Context: an optimization exercise on an open-source flow, tuned for small area and a short achievable clock period. The choices shown serve that exercise and are no tape-out recipe.
Where RTL was checked, it was by simulation tests only, not by an equivalence proof against the original.
Power and IR drop assume default switching activity.

==> build 64 <==
Design fft_16, start of the top module:
module fft_16 (
    input                clk,
    input                rst_n,
    input                en,
    input  signed [11:0] sin_re,
    input  signed [11:0] sin_im,
    output signed [11:0] sout_re,
    output signed [11:0] sout_im
);
    function signed [11:0] sat13(input signed [12:0] x);
        sat13 = (x[12] ^ x[11]) ? {x[12], {11{~x[12]}}} : x[11:0];
    endfunction
    function signed [12:0] sx(input signed [11:0] x);
        sx = x;
    endfunction
    function signed [12:0] addc(input [12:0] a, input [12:0] b, input ci);
        reg [13:0] t;
        begin
            t = {a, 1'b1} + {b, ci};
            addc = t[13:1];
        end
    endfunction
    reg [3:0] count;
    wire [3:0] count_n = (!rst_n || !en) ? 4'd0 : count + 4'd1;
    always @(posedge clk) count <= count_n;
    reg z1;             
    reg bf2;            
    reg p2;             
    reg [47:0] sel1;    
    reg w2r, w4r, w6r;  
    wire [47:0] sel1_n;
    tf_dec dec1 (.k(count_n[2:0] + 3'd1), .sel(sel1_n));
    always @(posedge clk) begin
        z1  <= (count_n[2:0] == 3'd0);
        bf2 <= (count_n[2:0] == 3'd0) | (count_n[2] & (count_n[1] | count_n[0]));
        p2  <= (count_n[1:0] == 2'd1) & ~count_n[2];
        sel1 <= sel1_n;
        w2r <= (count_n[1:0] == 2'd1);
        w4r <= (count_n[1:0] == 2'd2);
        w6r <= (count_n[1:0] == 2'd3);
    end
    reg [7:0] age;
    always @(posedge clk) age <= rst_n ? {age[6:0], 1'b1} : 8'd0;
    wire ok1 = age[7];      
    wire ok2 = age[3];      
    wire ok3 = age[1];      
    integer i;
    reg signed [12:0] d1r0_re, d1r0_im;           
    reg signed [11:0] d1_re [1:7];
    reg signed [11:0] d1_im [1:7];
    reg signed [12:0] s1_re, s1_im;               
    reg signed [13:0] p3_re, p3_im;               
    reg        [12:0] v1rs, v1rc, v1is, v1ic;     
    reg               v1r8, v1i8;
    wire signed [11:0] a1_re = ok1 ? d1_re[7] : 12'sd0;
    wire signed [11:0] a1_im = ok1 ? d1_im[7] : 12'sd0;
    wire [12:0] t1rs, t1rc, t1is, t1ic;
    wire        t1r8, t1i8;
  ...
export LEC_CHECK = 0
export ABC_CLOCK_PERIOD_IN_PS = 2500
export CAP_MARGIN = 20
export CORE_MARGIN = 2
export CORE_UTILIZATION = 40
export SLEW_MARGIN = 20
create_clock -name core_clock -period 11.0 [get_ports {clk}]
standard.sh (not shown) runs the stock make flow with config.mk's settings and CLKGATE_MAP_FILE= SYNTH_SCRIPT=/design/flow/synth_recipe.tcl, a recipe that flattens the netlist after the stock synthesis.
==> flow/flow/run.sh <==
#!/bin/bash
set -euo pipefail
export SETUP_SLACK_MARGIN=7.5
export SETUP_MOVE_SEQUENCE=unbuffer,sizeup,swap,clone,split
bash standard.sh > make_standard.log 2>&1
==> inputs of build 36, as changes to build 64 <==
--- a/flow/design.v
+++ b/flow/design.v
@@ -148,17 +148,10 @@
         sat13 = (x[12] ^ x[11]) ? {x[12], {11{~x[12]}}} : x[11:0];
     endfunction
     function signed [12:0] sx(input signed [11:0] x);
         sx = x;
     endfunction
-    function signed [12:0] addc(input [12:0] a, input [12:0] b, input ci);
-        reg [13:0] t;
-        begin
-            t = {a, 1'b1} + {b, ci};
-            addc = t[13:1];
-        end
-    endfunction
     reg [3:0] count;
     wire [3:0] count_n = (!rst_n || !en) ? 4'd0 : count + 4'd1;
     always @(posedge clk) count <= count_n;
     reg z1;             
     reg bf2;            
@@ -200,18 +193,18 @@
     wire tw1 = ~count[3] & ~z1 & ok1;
     wire signed [12:0] s1a_re = (count[3] | z1) ? sx(a1_re) : tw1 ? v1rs : 13'sd0;
     wire signed [12:0] s1a_im = (count[3] | z1) ? sx(a1_im) : tw1 ? v1is : 13'sd0;
     wire signed [12:0] s1b_re = count[3] ? sx(sin_re) : tw1 ? v1rc : 13'sd0;
     wire signed [12:0] s1b_im = count[3] ? sx(sin_im) : tw1 ? v1ic : 13'sd0;
-    wire signed [12:0] s1n_re = addc(s1a_re, s1b_re, tw1 & v1r8);
-    wire signed [12:0] s1n_im = addc(s1a_im, s1b_im, tw1 & v1i8);
+    wire signed [12:0] s1n_re = s1a_re + s1b_re + (tw1 & v1r8);
+    wire signed [12:0] s1n_im = s1a_im + s1b_im + (tw1 & v1i8);
     wire signed [12:0] d1a_re = count[3] ? sx(a1_re) : 13'sd0;
     wire signed [12:0] d1a_im = count[3] ? sx(a1_im) : 13'sd0;
     wire signed [12:0] d1b_re = sx(sin_re) ^ {13{count[3]}};
     wire signed [12:0] d1b_im = sx(sin_im) ^ {13{count[3]}};
-    wire signed [12:0] d1n_re = addc(d1a_re, d1b_re, count[3]);
-    wire signed [12:0] d1n_im = addc(d1a_im, d1b_im, count[3]);
+    wire signed [12:0] d1n_re = d1a_re + d1b_re + count[3];
+    wire signed [12:0] d1n_im = d1a_im + d1b_im + count[3];
     always @(posedge clk) begin
         v1rs <= t1rs; v1rc <= t1rc; v1is <= t1is; v1ic <= t1ic;
         v1r8 <= t1r8; v1i8 <= t1i8;
         d1r0_re <= d1n_re;
         d1r0_im <= d1n_im;
@@ -250,18 +243,18 @@
     wire tw2 = ~bf2 & ~p2 & ok2;
     wire signed [12:0] s2a_re = (bf2 | p2) ? sx(a2_re) : tw2 ? v2rs : 13'sd0;
     wire signed [12:0] s2a_im = (bf2 | p2) ? sx(a2_im) : tw2 ? v2is : 13'sd0;
     wire signed [12:0] s2b_re = bf2 ? sx(y1_re) : tw2 ? v2rc : 13'sd0;
     wire signed [12:0] s2b_im = bf2 ? sx(y1_im) : tw2 ? v2ic : 13'sd0;
-    wire signed [12:0] s2n_re = addc(s2a_re, s2b_re, tw2 & v2r8);
-    wire signed [12:0] s2n_im = addc(s2a_im, s2b_im, tw2 & v2i8);
+    wire signed [12:0] s2n_re = s2a_re + s2b_re + (tw2 & v2r8);
+    wire signed [12:0] s2n_im = s2a_im + s2b_im + (tw2 & v2i8);
     wire signed [12:0] d2a_re = bf2 ? sx(a2_re) : 13'sd0;
     wire signed [12:0] d2a_im = bf2 ? sx(a2_im) : 13'sd0;
     wire signed [12:0] d2b_re = sx(y1_re) ^ {13{bf2}};
     wire signed [12:0] d2b_im = sx(y1_im) ^ {13{bf2}};
-    wire signed [12:0] d2n_re = addc(d2a_re, d2b_re, bf2);
-    wire signed [12:0] d2n_im = addc(d2a_im, d2b_im, bf2);
+    wire signed [12:0] d2n_re = d2a_re + d2b_re + bf2;
+    wire signed [12:0] d2n_im = d2a_im + d2b_im + bf2;
     always @(posedge clk) begin
         v2rs <= t2rs; v2rc <= t2rc; v2is <= t2is; v2ic <= t2ic;
         v2r8 <= t2r8; v2i8 <= t2i8;
         d2r0_re <= d2n_re;
         d2r0_im <= d2n_im;
@@ -288,13 +281,13 @@
     wire c1 = count[1], c0 = count[0];
     wire nc1 = ~count[1], nc0 = ~count[0];
     wire signed [12:0] s3a_re = (c1 & c0) ? sx(a3_im) : sx(a3_re);
     wire signed [12:0] s3a_im = (c1 & c0) ? ~sx(a3_re) : sx(a3_im);
     wire signed [12:0] s3n_re = s3a_re + (c1 ? 13'sd0 : sx(y2_re));
-    wire signed [12:0] s3n_im = addc(s3a_im, c1 ? 13'sd0 : sx(y2_im), c1 & c0);
-    wire signed [12:0] d3n_re = addc(c1 ? 13'sd0 : sx(a3_re), sx(y2_re) ^ {13{nc1}}, nc1);
-    wire signed [12:0] d3n_im = addc(c1 ? 13'sd0 : sx(a3_im), sx(y2_im) ^ {13{nc1}}, nc1);
+    wire signed [12:0] s3n_im = s3a_im + (c1 ? 13'sd0 : sx(y2_im)) + (c1 & c0);
+    wire signed [12:0] d3n_re = (c1 ? 13'sd0 : sx(a3_re)) + (sx(y2_re) ^ {13{nc1}}) + nc1;
+    wire signed [12:0] d3n_im = (c1 ? 13'sd0 : sx(a3_im)) + (sx(y2_im) ^ {13{nc1}}) + nc1;
     always @(posedge clk) begin
         d3r0_re <= d3n_re;
         d3r0_im <= d3n_im;
         d3_re <= sat13(d3r0_re);
         d3_im <= sat13(d3r0_im);
@@ -311,12 +304,12 @@
     reg signed [11:0] s4_re, s4_im;
     wire signed [11:0] a4_re = sat13(d4r_re);
     wire signed [11:0] a4_im = sat13(d4r_im);
     wire signed [12:0] s4n_re = sx(a4_re) + (c0 ? 13'sd0 : sx(y3_re));
     wire signed [12:0] s4n_im = sx(a4_im) + (c0 ? 13'sd0 : sx(y3_im));
-    wire signed [12:0] d4n_re = addc(c0 ? 13'sd0 : sx(a4_re), sx(y3_re) ^ {13{nc0}}, nc0);
-    wire signed [12:0] d4n_im = addc(c0 ? 13'sd0 : sx(a4_im), sx(y3_im) ^ {13{nc0}}, nc0);
+    wire signed [12:0] d4n_re = (c0 ? 13'sd0 : sx(a4_re)) + (sx(y3_re) ^ {13{nc0}}) + nc0;
+    wire signed [12:0] d4n_im = (c0 ? 13'sd0 : sx(a4_im)) + (sx(y3_im) ^ {13{nc0}}) + nc0;
     always @(posedge clk) begin
         if (!rst_n) begin
             d4r_re <= 13'd0; d4r_im <= 13'd0;
             s4_re <= 12'd0;  s4_im <= 12'd0;
         end else begin
==> inputs of trial 77, as changes to build 64 <==
--- a/flow/design.v
+++ b/flow/design.v
@@ -148,17 +148,10 @@
         sat13 = (x[12] ^ x[11]) ? {x[12], {11{~x[12]}}} : x[11:0];
     endfunction
     function signed [12:0] sx(input signed [11:0] x);
         sx = x;
     endfunction
-    function signed [12:0] addc(input [12:0] a, input [12:0] b, input ci);
-        reg [13:0] t;
-        begin
-            t = {a, 1'b1} + {b, ci};
-            addc = t[13:1];
-        end
-    endfunction
     reg [3:0] count;
     wire [3:0] count_n = (!rst_n || !en) ? 4'd0 : count + 4'd1;
     always @(posedge clk) count <= count_n;
     reg z1;             
     reg bf2;            
@@ -200,18 +193,18 @@
     wire tw1 = ~count[3] & ~z1 & ok1;
     wire signed [12:0] s1a_re = (count[3] | z1) ? sx(a1_re) : tw1 ? v1rs : 13'sd0;
     wire signed [12:0] s1a_im = (count[3] | z1) ? sx(a1_im) : tw1 ? v1is : 13'sd0;
     wire signed [12:0] s1b_re = count[3] ? sx(sin_re) : tw1 ? v1rc : 13'sd0;
     wire signed [12:0] s1b_im = count[3] ? sx(sin_im) : tw1 ? v1ic : 13'sd0;
-    wire signed [12:0] s1n_re = addc(s1a_re, s1b_re, tw1 & v1r8);
-    wire signed [12:0] s1n_im = addc(s1a_im, s1b_im, tw1 & v1i8);
+    wire signed [12:0] s1n_re = s1a_re + s1b_re + (tw1 & v1r8);
+    wire signed [12:0] s1n_im = s1a_im + s1b_im + (tw1 & v1i8);
     wire signed [12:0] d1a_re = count[3] ? sx(a1_re) : 13'sd0;
     wire signed [12:0] d1a_im = count[3] ? sx(a1_im) : 13'sd0;
     wire signed [12:0] d1b_re = sx(sin_re) ^ {13{count[3]}};
     wire signed [12:0] d1b_im = sx(sin_im) ^ {13{count[3]}};
-    wire signed [12:0] d1n_re = addc(d1a_re, d1b_re, count[3]);
-    wire signed [12:0] d1n_im = addc(d1a_im, d1b_im, count[3]);
+    wire signed [12:0] d1n_re = d1a_re + d1b_re + count[3];
+    wire signed [12:0] d1n_im = d1a_im + d1b_im + count[3];
     always @(posedge clk) begin
         v1rs <= t1rs; v1rc <= t1rc; v1is <= t1is; v1ic <= t1ic;
         v1r8 <= t1r8; v1i8 <= t1i8;
         d1r0_re <= d1n_re;
         d1r0_im <= d1n_im;
@@ -250,18 +243,18 @@
     wire tw2 = ~bf2 & ~p2 & ok2;
     wire signed [12:0] s2a_re = (bf2 | p2) ? sx(a2_re) : tw2 ? v2rs : 13'sd0;
     wire signed [12:0] s2a_im = (bf2 | p2) ? sx(a2_im) : tw2 ? v2is : 13'sd0;
     wire signed [12:0] s2b_re = bf2 ? sx(y1_re) : tw2 ? v2rc : 13'sd0;
     wire signed [12:0] s2b_im = bf2 ? sx(y1_im) : tw2 ? v2ic : 13'sd0;
-    wire signed [12:0] s2n_re = addc(s2a_re, s2b_re, tw2 & v2r8);
-    wire signed [12:0] s2n_im = addc(s2a_im, s2b_im, tw2 & v2i8);
+    wire signed [12:0] s2n_re = s2a_re + s2b_re + (tw2 & v2r8);
+    wire signed [12:0] s2n_im = s2a_im + s2b_im + (tw2 & v2i8);
     wire signed [12:0] d2a_re = bf2 ? sx(a2_re) : 13'sd0;
     wire signed [12:0] d2a_im = bf2 ? sx(a2_im) : 13'sd0;
     wire signed [12:0] d2b_re = sx(y1_re) ^ {13{bf2}};
     wire signed [12:0] d2b_im = sx(y1_im) ^ {13{bf2}};
-    wire signed [12:0] d2n_re = addc(d2a_re, d2b_re, bf2);
-    wire signed [12:0] d2n_im = addc(d2a_im, d2b_im, bf2);
+    wire signed [12:0] d2n_re = d2a_re + d2b_re + bf2;
+    wire signed [12:0] d2n_im = d2a_im + d2b_im + bf2;
     always @(posedge clk) begin
         v2rs <= t2rs; v2rc <= t2rc; v2is <= t2is; v2ic <= t2ic;
         v2r8 <= t2r8; v2i8 <= t2i8;
         d2r0_re <= d2n_re;
         d2r0_im <= d2n_im;
@@ -288,13 +281,13 @@
     wire c1 = count[1], c0 = count[0];
     wire nc1 = ~count[1], nc0 = ~count[0];
     wire signed [12:0] s3a_re = (c1 & c0) ? sx(a3_im) : sx(a3_re);
     wire signed [12:0] s3a_im = (c1 & c0) ? ~sx(a3_re) : sx(a3_im);
     wire signed [12:0] s3n_re = s3a_re + (c1 ? 13'sd0 : sx(y2_re));
-    wire signed [12:0] s3n_im = addc(s3a_im, c1 ? 13'sd0 : sx(y2_im), c1 & c0);
-    wire signed [12:0] d3n_re = addc(c1 ? 13'sd0 : sx(a3_re), sx(y2_re) ^ {13{nc1}}, nc1);
-    wire signed [12:0] d3n_im = addc(c1 ? 13'sd0 : sx(a3_im), sx(y2_im) ^ {13{nc1}}, nc1);
+    wire signed [12:0] s3n_im = s3a_im + (c1 ? 13'sd0 : sx(y2_im)) + (c1 & c0);
+    wire signed [12:0] d3n_re = (c1 ? 13'sd0 : sx(a3_re)) + (sx(y2_re) ^ {13{nc1}}) + nc1;
+    wire signed [12:0] d3n_im = (c1 ? 13'sd0 : sx(a3_im)) + (sx(y2_im) ^ {13{nc1}}) + nc1;
     always @(posedge clk) begin
         d3r0_re <= d3n_re;
         d3r0_im <= d3n_im;
         d3_re <= sat13(d3r0_re);
         d3_im <= sat13(d3r0_im);
@@ -311,12 +304,12 @@
     reg signed [11:0] s4_re, s4_im;
     wire signed [11:0] a4_re = sat13(d4r_re);
     wire signed [11:0] a4_im = sat13(d4r_im);
     wire signed [12:0] s4n_re = sx(a4_re) + (c0 ? 13'sd0 : sx(y3_re));
     wire signed [12:0] s4n_im = sx(a4_im) + (c0 ? 13'sd0 : sx(y3_im));
-    wire signed [12:0] d4n_re = addc(c0 ? 13'sd0 : sx(a4_re), sx(y3_re) ^ {13{nc0}}, nc0);
-    wire signed [12:0] d4n_im = addc(c0 ? 13'sd0 : sx(a4_im), sx(y3_im) ^ {13{nc0}}, nc0);
+    wire signed [12:0] d4n_re = (c0 ? 13'sd0 : sx(a4_re)) + (sx(y3_re) ^ {13{nc0}}) + nc0;
+    wire signed [12:0] d4n_im = (c0 ? 13'sd0 : sx(a4_im)) + (sx(y3_im) ^ {13{nc0}}) + nc0;
     always @(posedge clk) begin
         if (!rst_n) begin
             d4r_re <= 13'd0; d4r_im <= 13'd0;
             s4_re <= 12'd0;  s4_im <= 12'd0;
         end else begin
==> flow/flow/run.sh (replaced) <==
#!/bin/bash
set -euo pipefail
export SETUP_SLACK_MARGIN=7.5
bash standard.sh > make_standard.log 2>&1
==> inputs of trial 37, as changes to build 64 <==
--- a/flow/design.v
+++ b/flow/design.v
@@ -148,17 +148,10 @@
         sat13 = (x[12] ^ x[11]) ? {x[12], {11{~x[12]}}} : x[11:0];
     endfunction
     function signed [12:0] sx(input signed [11:0] x);
         sx = x;
     endfunction
-    function signed [12:0] addc(input [12:0] a, input [12:0] b, input ci);
-        reg [13:0] t;
-        begin
-            t = {a, 1'b1} + {b, ci};
-            addc = t[13:1];
-        end
-    endfunction
     reg [3:0] count;
     wire [3:0] count_n = (!rst_n || !en) ? 4'd0 : count + 4'd1;
     always @(posedge clk) count <= count_n;
     reg z1;             
     reg bf2;            
@@ -196,29 +189,33 @@
     tf_multi tf1 (.a(d1_re[6]), .b(d1_im[6]), .a3(p3_re), .b3(p3_im),
                   .sel(sel1),
                   .re_s(t1rs), .re_c(t1rc), .re_c8(t1r8),
                   .im_s(t1is), .im_c(t1ic), .im_c8(t1i8));
     wire tw1 = ~count[3] & ~z1 & ok1;
-    wire signed [12:0] s1a_re = (count[3] | z1) ? sx(a1_re) : tw1 ? v1rs : 13'sd0;
-    wire signed [12:0] s1a_im = (count[3] | z1) ? sx(a1_im) : tw1 ? v1is : 13'sd0;
-    wire signed [12:0] s1b_re = count[3] ? sx(sin_re) : tw1 ? v1rc : 13'sd0;
-    wire signed [12:0] s1b_im = count[3] ? sx(sin_im) : tw1 ? v1ic : 13'sd0;
-    wire signed [12:0] s1n_re = addc(s1a_re, s1b_re, tw1 & v1r8);
-    wire signed [12:0] s1n_im = addc(s1a_im, s1b_im, tw1 & v1i8);
-    wire signed [12:0] d1a_re = count[3] ? sx(a1_re) : 13'sd0;
-    wire signed [12:0] d1a_im = count[3] ? sx(a1_im) : 13'sd0;
-    wire signed [12:0] d1b_re = sx(sin_re) ^ {13{count[3]}};
-    wire signed [12:0] d1b_im = sx(sin_im) ^ {13{count[3]}};
-    wire signed [12:0] d1n_re = addc(d1a_re, d1b_re, count[3]);
-    wire signed [12:0] d1n_im = addc(d1a_im, d1b_im, count[3]);
+    wire signed [12:0] add1_re = sx(a1_re) + sx(sin_re);
+    wire signed [12:0] add1_im = sx(a1_im) + sx(sin_im);
+    wire signed [12:0] s1a_re = z1 ? sx(a1_re) : tw1 ? v1rs : 13'sd0;
+    wire signed [12:0] s1a_im = z1 ? sx(a1_im) : tw1 ? v1is : 13'sd0;
+    wire signed [12:0] s1b_re = tw1 ? v1rc : 13'sd0;
+    wire signed [12:0] s1b_im = tw1 ? v1ic : 13'sd0;
+    wire signed [12:0] m1_re = s1a_re + s1b_re + (tw1 & v1r8);
+    wire signed [12:0] m1_im = s1a_im + s1b_im + (tw1 & v1i8);
+    wire signed [12:0] s1n_re = count[3] ? add1_re : m1_re;
+    wire signed [12:0] s1n_im = count[3] ? add1_im : m1_im;
+    wire signed [12:0] d1a_re = count[3] ? ~sx(a1_re) : 13'sd0;
+    wire signed [12:0] d1a_im = count[3] ? ~sx(a1_im) : 13'sd0;
+    wire signed [12:0] d1n_re = d1a_re + sx(sin_re);
+    wire signed [12:0] d1n_im = d1a_im + sx(sin_im);
+    reg d1c;
     always @(posedge clk) begin
         v1rs <= t1rs; v1rc <= t1rc; v1is <= t1is; v1ic <= t1ic;
         v1r8 <= t1r8; v1i8 <= t1i8;
         d1r0_re <= d1n_re;
         d1r0_im <= d1n_im;
-        d1_re[1] <= sat13(d1r0_re);
-        d1_im[1] <= sat13(d1r0_im);
+        d1c <= count[3];
+        d1_re[1] <= sat13(d1r0_re ^ {13{d1c}});
+        d1_im[1] <= sat13(d1r0_im ^ {13{d1c}});
         for (i = 2; i < 8; i = i + 1) begin
             d1_re[i] <= d1_re[i-1];
             d1_im[i] <= d1_im[i-1];
         end
         p3_re <= (d1_re[5] <<< 1) + d1_re[5];
@@ -250,18 +247,18 @@
     wire tw2 = ~bf2 & ~p2 & ok2;
     wire signed [12:0] s2a_re = (bf2 | p2) ? sx(a2_re) : tw2 ? v2rs : 13'sd0;
     wire signed [12:0] s2a_im = (bf2 | p2) ? sx(a2_im) : tw2 ? v2is : 13'sd0;
     wire signed [12:0] s2b_re = bf2 ? sx(y1_re) : tw2 ? v2rc : 13'sd0;
     wire signed [12:0] s2b_im = bf2 ? sx(y1_im) : tw2 ? v2ic : 13'sd0;
-    wire signed [12:0] s2n_re = addc(s2a_re, s2b_re, tw2 & v2r8);
-    wire signed [12:0] s2n_im = addc(s2a_im, s2b_im, tw2 & v2i8);
+    wire signed [12:0] s2n_re = s2a_re + s2b_re + (tw2 & v2r8);
+    wire signed [12:0] s2n_im = s2a_im + s2b_im + (tw2 & v2i8);
     wire signed [12:0] d2a_re = bf2 ? sx(a2_re) : 13'sd0;
     wire signed [12:0] d2a_im = bf2 ? sx(a2_im) : 13'sd0;
     wire signed [12:0] d2b_re = sx(y1_re) ^ {13{bf2}};
     wire signed [12:0] d2b_im = sx(y1_im) ^ {13{bf2}};
-    wire signed [12:0] d2n_re = addc(d2a_re, d2b_re, bf2);
-    wire signed [12:0] d2n_im = addc(d2a_im, d2b_im, bf2);
+    wire signed [12:0] d2n_re = d2a_re + d2b_re + bf2;
+    wire signed [12:0] d2n_im = d2a_im + d2b_im + bf2;
     always @(posedge clk) begin
         v2rs <= t2rs; v2rc <= t2rc; v2is <= t2is; v2ic <= t2ic;
         v2r8 <= t2r8; v2i8 <= t2i8;
         d2r0_re <= d2n_re;
         d2r0_im <= d2n_im;
@@ -288,13 +285,13 @@
     wire c1 = count[1], c0 = count[0];
     wire nc1 = ~count[1], nc0 = ~count[0];
     wire signed [12:0] s3a_re = (c1 & c0) ? sx(a3_im) : sx(a3_re);
     wire signed [12:0] s3a_im = (c1 & c0) ? ~sx(a3_re) : sx(a3_im);
     wire signed [12:0] s3n_re = s3a_re + (c1 ? 13'sd0 : sx(y2_re));
-    wire signed [12:0] s3n_im = addc(s3a_im, c1 ? 13'sd0 : sx(y2_im), c1 & c0);
-    wire signed [12:0] d3n_re = addc(c1 ? 13'sd0 : sx(a3_re), sx(y2_re) ^ {13{nc1}}, nc1);
-    wire signed [12:0] d3n_im = addc(c1 ? 13'sd0 : sx(a3_im), sx(y2_im) ^ {13{nc1}}, nc1);
+    wire signed [12:0] s3n_im = s3a_im + (c1 ? 13'sd0 : sx(y2_im)) + (c1 & c0);
+    wire signed [12:0] d3n_re = (c1 ? 13'sd0 : sx(a3_re)) + (sx(y2_re) ^ {13{nc1}}) + nc1;
+    wire signed [12:0] d3n_im = (c1 ? 13'sd0 : sx(a3_im)) + (sx(y2_im) ^ {13{nc1}}) + nc1;
     always @(posedge clk) begin
         d3r0_re <= d3n_re;
         d3r0_im <= d3n_im;
         d3_re <= sat13(d3r0_re);
         d3_im <= sat13(d3r0_im);
@@ -311,12 +308,12 @@
     reg signed [11:0] s4_re, s4_im;
     wire signed [11:0] a4_re = sat13(d4r_re);
     wire signed [11:0] a4_im = sat13(d4r_im);
     wire signed [12:0] s4n_re = sx(a4_re) + (c0 ? 13'sd0 : sx(y3_re));
     wire signed [12:0] s4n_im = sx(a4_im) + (c0 ? 13'sd0 : sx(y3_im));
-    wire signed [12:0] d4n_re = addc(c0 ? 13'sd0 : sx(a4_re), sx(y3_re) ^ {13{nc0}}, nc0);
-    wire signed [12:0] d4n_im = addc(c0 ? 13'sd0 : sx(a4_im), sx(y3_im) ^ {13{nc0}}, nc0);
+    wire signed [12:0] d4n_re = (c0 ? 13'sd0 : sx(a4_re)) + (sx(y3_re) ^ {13{nc0}}) + nc0;
+    wire signed [12:0] d4n_im = (c0 ? 13'sd0 : sx(a4_im)) + (sx(y3_im) ^ {13{nc0}}) + nc0;
     always @(posedge clk) begin
         if (!rst_n) begin
             d4r_re <= 13'd0; d4r_im <= 13'd0;
             s4_re <= 12'd0;  s4_im <= 12'd0;
         end else begin
==> flow/flow/run.sh (replaced) <==
#!/bin/bash
set -euo pipefail
export SETUP_SLACK_MARGIN=7.25
export SETUP_MOVE_SEQUENCE=unbuffer,sizeup,swap,clone,split
bash standard.sh > make_standard.log 2>&1
Settings changed: CTS_BUF_LIST set to sky130_fd_sc_hd__clkbuf_4 sky130_fd_sc_hd__clkbuf_8.
==> comparison table <==
metric	build 36	build 64	trial 37	trial 77
Hold path startpoint	d1_re[3][5]	d1_im[4][3]	d1_im[2][9]	d1_re[3][5]
Result of the run	complete, no violations	complete, no violations	complete, no violations	complete, no violations
Data required, critical path	11500 ps	11530 ps	11670 ps	11500 ps
Synthesized area per cell	9.56 um^2	9.46 um^2	9.53 um^2	9.56 um^2
DRC violation total after the first TritonRoute iteration	2492	2579	2341	2382
Multi-input logic cell count	2999	3114	3114	2993
Clock network fraction of total power	0.223	0.241	0.239	0.223
Critical path start-end classification	in -> reg	reg -> reg	in -> reg	in -> reg
Pin count of the biggest net entering global routing	77	64	89	77
Uppermost routed layer	met4	met4	met5	met4
Number of cells traversed by the worst register-to-register path	12	16	14	10
Die extent in x	321 um	324 um	326 um	321 um
Power Sequential	0.00381 W	0.00382 W	0.00367 W	0.00380 W
No functional check of the RTL was part of build 64 and trial 37.

re-timing with driven ports:
No port has a modelled driver above. Below, the same layouts with a new extraction and two added sets of constraints. Step 1 sets driving cells, clkbuf_16 on the clock port and buf_2 on the other inputs (assumed; they add their load-dependent delay and slew). Step 2 adds t to the input delays and takes it off the output delays; t is the mean of the earliest and latest rising clock arrival at the registers after step 1. Input paths then give back, and output paths get back, about the clock's delay inside the block. Slacks: ideal ports / drivers / drivers and shift; pairs: ideal ports / drivers.
run | shift t [ns] | slack for setup (ns) | worst setup path after step 2 | worst data-port slew with drivers (ns) | cell pins on the clock port's net
build 64 | 0.723 | 6.919 / 6.919 / 6.821 | input to register | 0.11 | 1
build 36 | 0.697 | 7.262 / 7.297 / 6.600 | input to register | 0.12 | 1
trial 77 | 0.702 | 7.284 / 7.317 / 6.616 | input to register | 0.13 | 1
trial 37 | 0.861 | 7.319 / 7.331 / 6.497 | input to register | 0.14 | 1
After both steps every run listed still meets setup and hold. For trial 37, which loses most, drivers alone change the setup slack by +0.012 ns; drivers and shift together by -0.822 ns.
